Source: an optimization exercise on an open RTL-to-GDS flow (aim: small area, a short achievable clock period and few clock cycles). Production flows keep margins and buffers that such runs may drop. Function was checked by simulation only, so behaviour that the tests miss may differ from the original. The clock port is modelled as an ideal driver; clocking choices that lean on that would not hold on a real chip. Power is estimated from default activity; no workload was simulated.

== tundra ==
## cpu_pl
module cpu_pl(
    input clk,
    input rst,
    output [31:0] imem_addr,
    input [31:0] imem_rdata,
    output [31:0] dmem_addr,
    output [31:0] dmem_wdata,
    output [3:0] dmem_wstrb,
    input [31:0] dmem_rdata
);
clock: 10.5 ns
lec_check: 0
cap_margin: 20
core_margin: 2
core_utilization: 40
gpl_timing_driven: 1
place_density: 0.5
slew_margin: 20
standard.sh (not shown) runs the stock make flow with config.mk's settings and CLKGATE_MAP_FILE= SYNTH_SCRIPT=/design/flow/synth_recipe.tcl, a recipe that flattens the netlist after the stock synthesis.
==> flow/flow/run.sh <==
#!/bin/bash
# Layout flow: the standard flow (standard.sh), with the port buffers made
# of a fast buffer cell and timing repair aimed below the clock period.
set -euo pipefail
bash standard.sh synth > flow_synth.log 2>&1
bash standard.sh \
    "BUFFER_PORTS_ARGS=-buffer_cell sky130_fd_sc_hd__buf_4" \
    "SETUP_SLACK_MARGIN=${MARGIN:-7}" \
    finish > flow_layout.log 2>&1
Testbench counts of tundra, summed over its fixed seeds: cycles 446,765.
Here is what was changed in the inputs of maple compared with tundra.
Settings: CTS_CLUSTER_SIZE now 22, previously not set; CTS_CLUSTER_DIAMETER now 120, previously not set.
-- flow/flow/run.sh --
<<< tundra, line 6
bash standard.sh \
    "BUFFER_PORTS_ARGS=-buffer_cell sky130_fd_sc_hd__buf_4" \
    "SETUP_SLACK_MARGIN=${MARGIN:-7}" \
    finish > flow_layout.log 2>&1
>>> maple, line 6
bash standard.sh \
    "BUFFER_PORTS_ARGS=-buffer_cell sky130_fd_sc_hd__buf_4" \
    "SETUP_SLACK_MARGIN=7" \
    finish > flow_layout.log 2>&1
==> run notes <==
Per the comparison of maple with tundra, non-filler instance count after layout has decreased; number of global-route vias before repair decreased about 1%; wire length of the first global-routing pass shrank by about 0.7%; final area went down.
Setup changes, maple to harbor
-- flow/flow/run.sh --
<<< maple, line 6
bash standard.sh \
    "BUFFER_PORTS_ARGS=-buffer_cell sky130_fd_sc_hd__buf_4" \
    "SETUP_SLACK_MARGIN=7" \
    finish > flow_layout.log 2>&1
>>> harbor, line 6
bash standard.sh \
    "BUFFER_PORTS_ARGS=-buffer_cell sky130_fd_sc_hd__buf_4" \
    "SETUP_SLACK_MARGIN=6.5" \
    finish > flow_layout.log 2>&1
## What came out
harbor went all the way through the flow, and no timing, DRC or antenna check failed. harbor vs. maple: total power fell by 0.33 mW; post-place setup slack went down by 0.084 ns; share of total power in combinational logic went down by 2.6 points; global-route wire length before repair went down by 7200 um.
diff inputs: harbor => pepper
Settings: CTS_CLUSTER_SIZE: 22 -> 26; CTS_CLUSTER_DIAMETER: 120 -> 130.
-- flow/flow/run.sh --
<<< harbor, line 6
bash standard.sh \
    "BUFFER_PORTS_ARGS=-buffer_cell sky130_fd_sc_hd__buf_4" \
    "SETUP_SLACK_MARGIN=6.5" \
    finish > flow_layout.log 2>&1
>>> pepper, line 6
bash standard.sh \
    "BUFFER_PORTS_ARGS=-buffer_cell sky130_fd_sc_hd__buf_4" \
    "SETUP_SLACK_MARGIN=7.5" \
    finish > flow_layout.log 2>&1
Results
Of pepper and harbor, it is pepper that has the higher peak ir drop on the vdd network. pepper reports a higher met3 wire length than harbor does. The global router's overall resource usage of pepper is higher than that of harbor. Diff harbor -> pepper: final critical-path required period decreased by 0.41 ns relative to the old numbers, count of buffers not belonging to the clock network in the layout went up 67%, summed area of non-filler cells in the final layout higher. harbor reports its slowest cell on the critical path as mux4_2 while pepper reports nor4_4. Changes observed in pepper relative to harbor: critical path depth higher; utilization after layout +3.7 points. Summary of the comparison: proportion of power drawn by the clock network is lower in pepper, relative to harbor. harbor has lower final cell count than pepper.

* * *

cpu_pl, a different RTL version from the one above (not shown whole).
Size in the first run: about 5100 cells after synthesis, about 1300 flip-flops.
clock: 10.5 ns
lec_check: 0
cap_margin: 5
core_margin: 2
core_utilization: 40
cts_cluster_diameter: 125
cts_cluster_size: 24
gpl_timing_driven: 1
place_density: 0.5
slew_margin: 5
synth_hierarchical: 1
synth_minimum_keep_size: 0
==> flow/flow/run.sh <==
#!/bin/bash
# Layout flow: the standard flow (standard.sh), with the port buffers made
# of a small buffer cell, timing repair aimed below the clock period, and a
# second round of setup repair after clock tree synthesis.
set -euo pipefail
F=$(cd "$(dirname "$0")" && pwd)
bash standard.sh synth > flow_synth.log 2>&1
bash standard.sh \
    "BUFFER_PORTS_ARGS=-buffer_cell sky130_fd_sc_hd__buf_1" \
    "SETUP_SLACK_MARGIN=7" \
    "POST_CTS_TCL=$F/post_cts.tcl" \
    finish > flow_layout.log 2>&1
==> flow/flow/post_cts.tcl <==
# a second round of setup repair after clock tree synthesis
estimate_parasitics -placement
repair_timing -setup -setup_margin $::env(SETUP_SLACK_MARGIN) -repair_tns 100 -max_passes 1000 -verbose
detailed_placement
check_placement -verbose
The baseline completed without violations.
Testbench counts at the start, summed over its fixed seeds: cycles 442,009.
Rerun with:
--- a/flow/flow/run.sh
+++ b/flow/flow/run.sh
@@ -11,2 +11,3 @@
     "POST_CTS_TCL=$F/post_cts.tcl" \
+    "MATCH_CELL_FOOTPRINT=0" \
     finish > flow_layout.log 2>&1
--- a/flow/config.mk
+++ b/flow/config.mk
@@ -7,3 +7,3 @@
 export LEC_CHECK = 0
-export CAP_MARGIN = 5
+export CAP_MARGIN = 10
 export CORE_MARGIN = 2
@@ -14,3 +14,3 @@
 export PLACE_DENSITY = 0.5
-export SLEW_MARGIN = 5
+export SLEW_MARGIN = 10
 export SYNTH_HIERARCHICAL = 1
Non-clock buffer count goes down by 1.
Design area is about the same.
Power is about the same.
Register-to-register slack loses 0.21 ns.
Worst hold slack improves by 0.0044 ns.
Rerun with:
--- a/flow/flow/run.sh
+++ b/flow/flow/run.sh
@@ -11,3 +11,2 @@
     "POST_CTS_TCL=$F/post_cts.tcl" \
-    "MATCH_CELL_FOOTPRINT=0" \
     finish > flow_layout.log 2>&1
--- a/flow/config.mk
+++ b/flow/config.mk
@@ -10,4 +10,4 @@
 export CORE_UTILIZATION = 40
-export CTS_CLUSTER_DIAMETER = 125
-export CTS_CLUSTER_SIZE = 24
+export CTS_CLUSTER_DIAMETER = 130
+export CTS_CLUSTER_SIZE = 26
 export GPL_TIMING_DRIVEN = 1
- sequential cell count does not change
- non-clock buffer count went down by 24
- worst setup slack gets worse by 0.011 ns
- die area stays the same
- cell area went down by 0.61%
- global-route usage went down by 0.28 points
Rerun with:
==> flow/flow/post_cts.tcl (replaced) <==
# a second round of setup repair after clock tree synthesis
estimate_parasitics -placement
repair_timing -setup -setup_margin 7.3 -repair_tns 100 -max_passes 1000 -verbose
detailed_placement
check_placement -verbose
--- a/flow/config.mk
+++ b/flow/config.mk
@@ -10,4 +10,4 @@
 export CORE_UTILIZATION = 40
-export CTS_CLUSTER_DIAMETER = 130
-export CTS_CLUSTER_SIZE = 26
+export CTS_CLUSTER_DIAMETER = 125
+export CTS_CLUSTER_SIZE = 24
 export GPL_TIMING_DRIVEN = 1
Clock skew decreases by 0.010 ns.
Via count goes up by a few percent.
Fmax is higher by a little under a tenth.
Setup slack gains 0.25 ns.
Clock-buffer cell count grows by 2.
Hold slack loses 0.013 ns.
Design area rose by a few percent.
Non-clock buffer count went up by 74.
Register-to-register slack gains 0.25 ns.
Core utilization increases by 1.2 points.
Rerun with:
==> flow/flow/post_cts.tcl (replaced) <==
# a second round of setup repair after clock tree synthesis
estimate_parasitics -placement
repair_timing -setup -setup_margin $::env(SETUP_SLACK_MARGIN) -repair_tns 100 -max_passes 1000 -verbose
detailed_placement
check_placement -verbose
What happened: The changed run completed without violations; die area does not change; synthesized area stays the same; worst hold slack is about the same; total power shrinks by 2.6%; cell count decreases by 0.79%; design area decreases by 1.9%; clock-buffer cell count does not change; clock skew grows by 0.0057 ns; setup slack loses 0.030 ns; critical path depth decreases by 9.
Rerun with:
==> flow/flow/run.sh (replaced) <==
#!/bin/bash
# Layout flow: the standard flow (standard.sh), with the port buffers made
# of a fast buffer cell and timing repair aimed below the clock period.
set -euo pipefail
bash standard.sh synth > flow_synth.log 2>&1
bash standard.sh \
    "BUFFER_PORTS_ARGS=-buffer_cell sky130_fd_sc_hd__buf_1" \
    "SETUP_SLACK_MARGIN=7" \
    finish > flow_layout.log 2>&1
removed: flow/flow/post_cts.tcl
What happened:
- design area hardly moves
- via count barely changes
- first-iteration DRC count shrinks by about 2.5%
- cell count stays flat
- synthesized area is unchanged
- routed wire length is about the same
- clock power is about the same

==> afterwards: timing with drivers on the ports <==
Ports are ideal in the flow. The routed layouts listed here were re-timed in OpenROAD.
Step 1 (the two cells are an assumption about what drives the block):
set clk [get_ports {clk}]
set_driving_cell -lib_cell sky130_fd_sc_hd__clkbuf_16 $clk
set_driving_cell -lib_cell sky130_fd_sc_hd__buf_2 [delete_from_list [all_inputs] $clk]
Step 2 also shifts input and output timing later by t, the mid clock arrival at the registers, as if the neighbouring blocks saw the same clock.
Three values: ideal ports, drivers, drivers and shift; two values: the first two.
run	t (ns)	setup WS [ns]	worst hold slack (ns)	worst setup path at the end	latest minus earliest clock arrival (ns)
tundra	0.887	6.695 / 6.695 / 6.184	0.323 / 0.323 / 0.323	input to register	0.042 / 0.042
maple	0.836	6.735 / 6.735 / 6.272	0.345 / 0.345 / 0.345	input to register	0.074 / 0.074
harbor	0.801	6.463 / 6.463 / 5.870	0.346 / 0.346 / 0.346	input to register	0.065 / 0.065
pepper	0.844	6.873 / 6.873 / 6.241	0.358 / 0.358 / 0.358	input to register	0.114 / 0.114
the first run of note 2	0.791	6.966 / 6.934 / 6.212	0.342 / 0.342 / 0.342	input to register	0.056 / 0.056
the second run of note 2	0.810	6.759 / 6.759 / 6.249	0.346 / 0.346 / 0.346	input to register	0.050 / 0.050
the third run of note 2	0.841	6.748 / 6.748 / 6.200	0.356 / 0.356 / 0.356	input to register	0.069 / 0.068
the fourth run of note 2	0.797	6.997 / 6.954 / 6.386	0.343 / 0.343 / 0.343	input to register	0.052 / 0.052
the fifth run of note 2	0.791	6.966 / 6.934 / 6.212	0.342 / 0.342 / 0.342	input to register	0.056 / 0.056
the sixth run of note 2	0.786	6.867 / 6.867 / 6.253	0.342 / 0.342 / 0.342	input to register	0.055 / 0.054
After both steps every run listed still meets setup and hold.
